Background: an optimization exercise with open tools, aiming at small area. Do not read the settings as production practice. In this exercise RTL edits were held to simulation tests only and were not proved equivalent to the original. Power is estimated from default activity; no workload was simulated.

==> flow/design.v <==
module LDST_SEQUENCER (
    input           clock,
    input           clock_enable,
    input           reset,
    output  [15:0]  instruction_bus_address,
    input   [12:0]  instruction_bus_data,
    output  [7:0]   io_bus_address,
    output  [7:0]   io_bus_data_out,
    input   [7:0]   io_bus_data_in,
    output          io_bus_out,
    output          io_bus_in
);
    wire    [11:0]  ins = instruction_bus_data[11:0];
    wire    [7:0]   d   = ins[7:0];
    wire    transfer    = ~ins[11] & ~ins[10];
    wire    load        = transfer & ~ins[8];
    wire    store       = transfer &  ins[8];
    wire    ld_bus      = load & ~ins[9];
    wire    subroutine  = ~ins[11] & ins[10];
    wire    call        = subroutine & ~ins[8];
    wire    ret         = subroutine &  ins[8];
    wire    internal    = ~|d[7:2];
    wire    sel_a       = internal & (d[1:0] == 2'd0);
    wire    sel_b       = internal & (d[1:0] == 2'd1);
    wire    sel_f       = internal & (d[1:0] == 2'd2);
    wire    sel_alu     = internal & (d[1:0] == 2'd3);
    wire    ex_store    = clock_enable & store;
    wire    ex_load     = clock_enable & load;
    reg     [7:0]   work;
    reg     [7:0]   reg_a;
    reg     [7:0]   reg_b;
    reg     [7:0]   alu_op;
    reg             flag_o, flag_c, flag_z;
    reg     [15:0]  pc;
    wire    [7:0]   op2     = alu_op[3] ? {8{alu_op[1]}} : (reg_b ^ {8{alu_op[1]}});
    wire            cin     = alu_op[1] ? ~(alu_op[0] & ~flag_c) : (alu_op[0] & flag_c);
    wire    [7:0]   g       = reg_a & op2;
    wire    [7:0]   p       = reg_a ^ op2;
    wire    [8:0]   c;
    assign  c[0] = cin;
    genvar  i;
    generate
        for (i = 0; i < 8; i = i + 2) begin : carry_chain
            wire    gg = g[i+1] | (p[i+1] & g[i]);
            wire    pp = p[i+1] & p[i];
            assign  c[i+1] = g[i] | (p[i] & c[i]);
            assign  c[i+2] = gg | (pp & c[i]);
        end
    endgenerate
    wire    [2:0]   fn      = alu_op[7:5];
    wire            sel_p   = (fn == 3'b001) | (fn == 3'b010) | (fn == 3'b100);
    wire            sel_g   = (fn == 3'b000) | (fn == 3'b001);
    wire            is_add  = (fn == 3'b100);
    wire            is_shl  = (fn == 3'b101);
    wire            is_shr  = fn[2] & fn[1];
    wire    [7:0]   logic_res = ({8{sel_p}} & p) ^ (({8{sel_g}} & g) | ({8{is_add}} & c[7:0]));
    wire    [7:0]   shl_res   = {reg_a[6:0], cin};
    wire    [7:0]   shr_res   = {cin | (alu_op[5] & reg_a[7]), reg_a[7:1]};
    wire    [7:0]   res_mux   = ({8{is_shl}} & shl_res)
                              | ({8{is_shr}} & shr_res)
                              | ({8{~(is_shl | is_shr)}} & logic_res);
    wire    [7:0]   alu_res   = res_mux ^ {8{alu_op[2]}};
    wire            c_out   = (is_add & c[8]) | (is_shl & reg_a[7]) | (is_shr & reg_a[0]) | (~alu_op[7] & flag_c);
    wire            o_out   = is_add ? (~(reg_a[7] ^ op2[7]) & (reg_a[7] ^ logic_res[7])) : flag_o;
    wire            z_out   = ~|alu_res;
    wire            ld_reg  = ex_load & ~ins[9];
    wire            w_imm   = ex_load & ins[9];
    wire            w_io    = ld_reg & ~internal;
    wire            w_a     = ld_reg & sel_a;
    wire            w_b     = ld_reg & sel_b;
    wire            w_f     = ld_reg & sel_f;
    wire            w_alu   = ld_reg & sel_alu;
    wire    [7:0]   work_next = ({8{w_imm}} & d)
                              | ({8{w_io}}  & io_bus_data_in)
                              | ({8{w_a}}   & reg_a)
                              | ({8{w_b}}   & reg_b)
                              | ({8{w_f}}   & {5'd0, flag_o, flag_c, flag_z})
                              | ({8{w_alu}} & alu_res)
                              | ({8{~ex_load}} & work);
    always @(posedge clock, posedge reset) begin
        if (reset)
            work <= 8'h00;
        else
            work <= work_next;
    end
    always @(posedge clock, posedge reset) begin
        if (reset) begin
            reg_a  <= 8'h00;
            reg_b  <= 8'h00;
            alu_op <= 8'h00;
        end else begin
            if (ex_store & sel_a)   reg_a  <= work;
            if (ex_store & sel_b)   reg_b  <= work;
            if (ex_store & sel_alu) alu_op <= work;
        end
    end
    always @(posedge clock, posedge reset) begin
        if (reset)
            {flag_o, flag_c, flag_z} <= 3'b000;
        else if (ex_store & sel_f)
            {flag_o, flag_c, flag_z} <= work[2:0];
        else if (w_alu)
            {flag_o, flag_c, flag_z} <= {o_out, c_out, z_out};
    end
    reg     [15:0]  st0, st1, st2, st3;
    reg     [3:0]   valid;
    wire            push    = clock_enable & call;
    wire            pop     = clock_enable & ret;
    wire    [15:0]  pc_inc  = pc + {15'd0, clock_enable};
    wire            hold    = ~push & ~pop;
    always @(posedge clock) begin
        st0 <= ({16{push}} & pc_inc) | ({16{pop}} & st1) | ({16{hold}} & st0);
        st1 <= ({16{push}} & st0)    | ({16{pop}} & st2) | ({16{hold}} & st1);
        st2 <= ({16{push}} & st1)    | ({16{pop}} & st3) | ({16{hold}} & st2);
        if (push)
            st3 <= st2;
    end
    always @(posedge clock, posedge reset) begin
        if (reset)
            valid <= 4'd0;
        else if (push)
            valid <= {valid[2:0], 1'b1};
        else if (pop)
            valid <= {1'b0, valid[3:1]};
    end
    wire    taken   = ins[11] & (~|ins[10:8] | |(ins[10:8] & {flag_o, flag_c, flag_z}));
    wire            sel_ret = clock_enable & ret & valid[0];
    wire            sel_jmp = clock_enable & (call | taken);
    wire            sel_inc = ~(clock_enable & (ret | call | taken));
    wire    [15:0]  pc_next = ({16{sel_ret}} & st0)
                            | ({16{sel_jmp}} & {work, d})
                            | ({16{sel_inc}} & pc_inc);
    always @(posedge clock, posedge reset) begin
        if (reset)
            pc <= 16'h0000;
        else
            pc <= pc_next;
    end
    assign  instruction_bus_address = pc;
    assign  io_bus_address          = d;
    assign  io_bus_data_out         = work;
    assign  io_bus_out              = store;
    assign  io_bus_in               = ld_bus;
endmodule
==> flow/config.mk <==
export PLATFORM = sky130hd
export DESIGN_NAME = LDST_SEQUENCER
export DESIGN_NICKNAME = LDST_SEQUENCER
export VERILOG_FILES = /design/flow/design.v
export SDC_FILE = /design/flow/constraint.sdc
export NUM_CORES = 4
export LEC_CHECK = 0
export CAP_MARGIN = 0
export CORE_MARGIN = 2
export CORE_UTILIZATION = 40
export GPL_TIMING_DRIVEN = 0
export SETUP_SLACK_MARGIN = 0.05
export SLEW_MARGIN = 0
==> flow/constraint.sdc <==
create_clock -name core_clock -period 3.5 [get_ports {clock}]
set_input_delay 0.7000 -clock core_clock [delete_from_list [all_inputs] [get_ports {clock}]]
set_output_delay 0.7000 -clock core_clock [all_outputs]
set_load 0.01 [all_outputs]
standard.sh (not shown) runs the stock make flow with config.mk's settings and CLKGATE_MAP_FILE= SYNTH_SCRIPT=/design/flow/synth_recipe.tcl, a recipe that flattens the netlist after the stock synthesis.
==> flow/flow/run.sh <==
#!/bin/bash
# Own layout flow: the standard ORFS flow, with an area-oriented synthesis
# (no full/half-adder extraction, an area-mapping ABC script), small port
# buffers and a clock tree without dummy loads. Each tool's output goes to a
# log of its own in this folder.
set -euo pipefail
W=$(pwd)
F=$W/flow

# Synthesis script: ORFS's synth.tcl with the ABC script swapped for ours.
sed -e "s|log_cmd abc {\*}\$abc_args|log_cmd abc -script $F/area.abc {*}[lrange \$abc_args 2 end]|" \
    "$FLOW_HOME/scripts/synth.tcl" > "$W/own_synth_body.tcl"
grep -q "area.abc" "$W/own_synth_body.tcl"
sed -e "s|\$::env(SCRIPTS_DIR)/synth.tcl|$W/own_synth_body.tcl|" synth_recipe.tcl > "$W/own_synth.tcl"
grep -q own_synth_body "$W/own_synth.tcl"

# standard.sh with our synthesis script and extra knobs.
# flow/knobs.txt: one extra make variable assignment per line.
EXTRA="ADDER_MAP_FILE="
while IFS= read -r line; do
  [[ -z "$line" || "$line" == \#* ]] && continue
  EXTRA="$EXTRA '$line'"
done < "$F/knobs.txt"
sed -e "s|SYNTH_SCRIPT=[^ ]*|SYNTH_SCRIPT=$W/own_synth.tcl $EXTRA|" standard.sh > "$W/own_standard.sh"
grep -q own_synth "$W/own_standard.sh"

bash "$W/own_standard.sh" finish > "$W/flow_make.log" 2>&1
==> flow/flow/area.abc <==
strash
&get -n
&dch -f
&nf -R 1000
&put
topo
buffer -p
upsize -D 3000
dnsize -D 3000
==> flow/flow/knobs.txt <==
BUFFER_PORTS_ARGS=-buffer_cell sky130_fd_sc_hd__buf_1
CTS_ARGS=-sink_clustering_enable -repair_clock_nets -dont_use_dummy_load -buf_list sky130_fd_sc_hd__clkbuf_4
Then changed:
==> flow/flow/area.abc (replaced) <==
strash
&get -n
&dch -f
&nf -R 1000
&put
topo
stime -c
Settings changed: CORE_UTILIZATION 40 to 70.
Synthesized area goes down by 2.1%; setup slack is worse by 0.0057 ns; power is lower by 0.66%; flip-flop and latch count does not change; critical path depth does not change; maximum frequency is about the same; synthesized cell count went down by 5.7%; combinational power went up by about 3%.
Then changed:
==> flow/flow/area.abc (replaced) <==
strash
&get -n
&dch -f
&nf -R 1000
&put
topo
buffer -p
upsize -D 3000
dnsize -D 3000
Settings changed: CAP_MARGIN 0 to 20, CORE_UTILIZATION 70 to 40, SETUP_SLACK_MARGIN 0.05 to 0.1, SLEW_MARGIN 0 to 20.
What happened:
- wire length increases by 8.8%
- combinational power shrinks by about 3%
- total power came out higher by 1.0%
- setup slack gets better by 0.0041 ns
- count of clock-buffer cells in the layout stays the same
- global-route usage fell by 13 points
- hold slack is better by 0.11 ns
- final cell count is higher by about 15%
- critical path depth does not change
Then changed:
==> flow/flow/area.abc (replaced) <==
strash
&get -n
&dch -f
&nf -R 1000
&put
topo
stime -c
Settings changed: CAP_MARGIN 20 to 0, CORE_UTILIZATION 40 to 55, SETUP_SLACK_MARGIN 0.1 to 0.05, SLEW_MARGIN 20 to 0.
What happened: The changed run completed without violations. Core utilization increases by 16 points. Worst setup slack gets better by 0.088 ns. Wire length decreases by 7.8%. Synthesized cell count decreases by 5.7%. Via count decreases by 2.2%.

---

== v7 ==
// LDST_SEQUENCER: RTL as listed in full above, without the edits since
export LEC_CHECK = 0
export CAP_MARGIN = 0
export CORE_MARGIN = 2
export CORE_UTILIZATION = 40
export GPL_TIMING_DRIVEN = 0
export SETUP_SLACK_MARGIN = 0.05
export SLEW_MARGIN = 0
create_clock -name core_clock -period 3.5 [get_ports {clock}]
==> flow/flow/area.abc <==
strash
&get -n
&dch -f
&nf -R 1000
&put
topo
stime -c
Scripts as last shown in full above: flow/flow/run.sh, flow/flow/knobs.txt
diff inputs: v7 => v11
==> flow/flow/area.abc <==
strash
&get -n
&dc2
&dch -f
&nf -R 1000
&put
topo
diff --git a/flow/config.mk b/flow/config.mk
--- a/flow/config.mk
+++ b/flow/config.mk
@@ -6,8 +6,8 @@
 export NUM_CORES = 4
 export LEC_CHECK = 0
-export CAP_MARGIN = 0
+export CAP_MARGIN = 10
 export CORE_MARGIN = 2
-export CORE_UTILIZATION = 40
+export CORE_UTILIZATION = 55
 export GPL_TIMING_DRIVEN = 0
 export SETUP_SLACK_MARGIN = 0.05
-export SLEW_MARGIN = 0
+export SLEW_MARGIN = 10
- v11: all stages complete, timing, DRC and antenna checks passed
- For routed wire length per instance, v11 and v7 come out practically identical.
- Average footprint of a synthesized cell delta for v11 relative to v7: about 0.43% lower
- On static leakage, v11 does better than v7.
- Compared with v7, v11 shows a via count that is 2.8% lower.
- In v11, the worst setup slack came out 0.032 ns above the value in v7.
- v11 vs. v7: transition time at the pin with the least slew margin now sits lower, fraction of the mapped netlist area in simple logic gates now sits higher.
- For v11, the critical-path cell with the highest stage delay was sky130_fd_sc_hd__dfrtp_2, unlike v7, where it was sky130_fd_sc_hd__dfrtp_1.
[inputs] v33 vs v11
diff --git a/flow/config.mk b/flow/config.mk
--- a/flow/config.mk
+++ b/flow/config.mk
@@ -10,4 +10,4 @@
 export CORE_UTILIZATION = 55
 export GPL_TIMING_DRIVEN = 0
-export SETUP_SLACK_MARGIN = 0.05
+export SETUP_SLACK_MARGIN = 0.1
 export SLEW_MARGIN = 10
--- outcome ---
Compared with v11, in v33 number of global-route vias before repair stayed essentially flat, data arrival at the endpoint of the critical path went down 0.03 ns. Taking v11 as the reference, in v33 post-layout net count now larger, power comparable. Against v11, wire length in v33 rose slightly. Compared with v11, v33 shows a higher count of plain and timing-repair buffers in the layout. v33 — headroom to the max-slew limit 1.5 points lower, v11 as reference. Diff v33..v11 | synthesized cell count | unchanged. v33 vs v11: cell area up. Looking at highest clock frequency the design can meet, v33 sits 0.38% above v11.
Edits applied to the flow inputs when going from v33 to v54:
diff --git a/flow/config.mk b/flow/config.mk
--- a/flow/config.mk
+++ b/flow/config.mk
@@ -10,4 +10,4 @@
 export CORE_UTILIZATION = 55
 export GPL_TIMING_DRIVEN = 0
-export SETUP_SLACK_MARGIN = 0.1
+export SETUP_SLACK_MARGIN = 0
 export SLEW_MARGIN = 10
[summary]
When the final numbers for v54 and v33 were put side by side, the maximum frequency turned out to be greater in v33. v54: done, clean on timing, DRC and antenna. v54 -> v33: fill cell instance count of the final layout flat. Diff v33..v54 | overall routing resource usage | negligible.
Modified inputs, v23 compared to v54
diff --git a/flow/config.mk b/flow/config.mk
--- a/flow/config.mk
+++ b/flow/config.mk
@@ -8,6 +8,6 @@
 export CAP_MARGIN = 10
 export CORE_MARGIN = 2
-export CORE_UTILIZATION = 55
+export CORE_UTILIZATION = 65
 export GPL_TIMING_DRIVEN = 0
-export SETUP_SLACK_MARGIN = 0
+export SETUP_SLACK_MARGIN = 0.05
 export SLEW_MARGIN = 10
Findings:
- Re total power: v23 is 0.41% up on v54.
- v54 -> v23: count of buffers not belonging to the clock network in the layout increased by a few percent
- Worst clock skew: v23 vs v54 up 0.0037 ns
Changes in v15 relative to v23:
==> flow/flow/area.abc <==
strash
&get -n
&dch -f
&nf -R 1000
&put
topo
buffer -p
upsize -D 3000
dnsize -D 3000
diff --git a/flow/config.mk b/flow/config.mk
--- a/flow/config.mk
+++ b/flow/config.mk
@@ -6,8 +6,8 @@
 export NUM_CORES = 4
 export LEC_CHECK = 0
-export CAP_MARGIN = 10
+export CAP_MARGIN = 0
 export CORE_MARGIN = 2
-export CORE_UTILIZATION = 65
+export CORE_UTILIZATION = 40
 export GPL_TIMING_DRIVEN = 0
-export SETUP_SLACK_MARGIN = 0.05
-export SLEW_MARGIN = 10
+export SETUP_SLACK_MARGIN = 0
+export SLEW_MARGIN = 0
==> comparison <==
- In v15 relative to v23, post-synthesis area per instance had gone down by a few percent.
- Comparing v23 and v15, the lower final period utilization was measured on v23.
- Compared with v23, v15 shows a global placement routability congestion that is about 5.6% lower.
- Per the comparison of v15 with v23, via count of the first global-routing pass picked up an extra 3.2%, summed area of non-filler cells in the final layout picked up an extra about 3.3%, wire length picked up an extra 13%, xor and xnor fraction of the mapped netlist area picked up an extra 1.5 points.
- v15 does worse than v23 on clock period minus worst slack.

[re-timing with driven ports]
No port has a modelled driver above. Below, the same layouts with a new extraction and two added sets of constraints.
Step 1, drivers: a clkbuf_16 drives clock and a buf_2 each remaining input, both assumed.
Step 2 also shifts input and output timing later by t, the mid clock arrival at the registers, as if the neighbouring blocks saw the same clock.
Three values: ideal, step 1, step 2; two values: the first two.
run	t (ns)	setup slack, ns	hold WS [ns]	latest minus earliest clock arrival (ns)	worst data-port slew with drivers (ns)
the first run of note 1	0.545	0.139 / 0.139 / -0.160	0.170 / 0.158 / 0.464	0.041 / 0.042	0.04
the second run of note 1	0.514	0.134 / 0.134 / -0.136	0.158 / 0.143 / 0.449	0.049 / 0.049	0.05
the third run of note 1	0.542	0.138 / 0.138 / -0.138	0.265 / 0.252 / 0.475	0.035 / 0.035	0.04
the fourth run of note 1	0.536	0.226 / 0.226 / -0.204	0.110 / 0.096 / 0.468	0.037 / 0.037	0.03
v7	0.548	0.189 / 0.189 / -0.220	0.097 / 0.093 / 0.457	0.024 / 0.024	0.05
v11	0.522	0.221 / 0.221 / 0.123	0.141 / 0.128 / 0.451	0.039 / 0.039	0.03
v33	0.528	0.234 / 0.234 / 0.131	0.134 / 0.120 / 0.453	0.036 / 0.036	0.03
v54	0.526	0.206 / 0.206 / 0.124	0.137 / 0.122 / 0.450	0.038 / 0.037	0.03
v23	0.530	0.202 / 0.202 / -0.015	0.068 / 0.062 / 0.443	0.050 / 0.050	0.04
v15	0.540	0.122 / 0.122 / -0.181	0.176 / 0.163 / 0.468	0.043 / 0.044	0.04
With both steps, setup timing fails in 7 of these runs, where it was met with ideal ports. For the fourth run of note 1, which loses most, drivers alone change the setup slack by 0.000 ns; drivers and shift together by -0.430 ns.
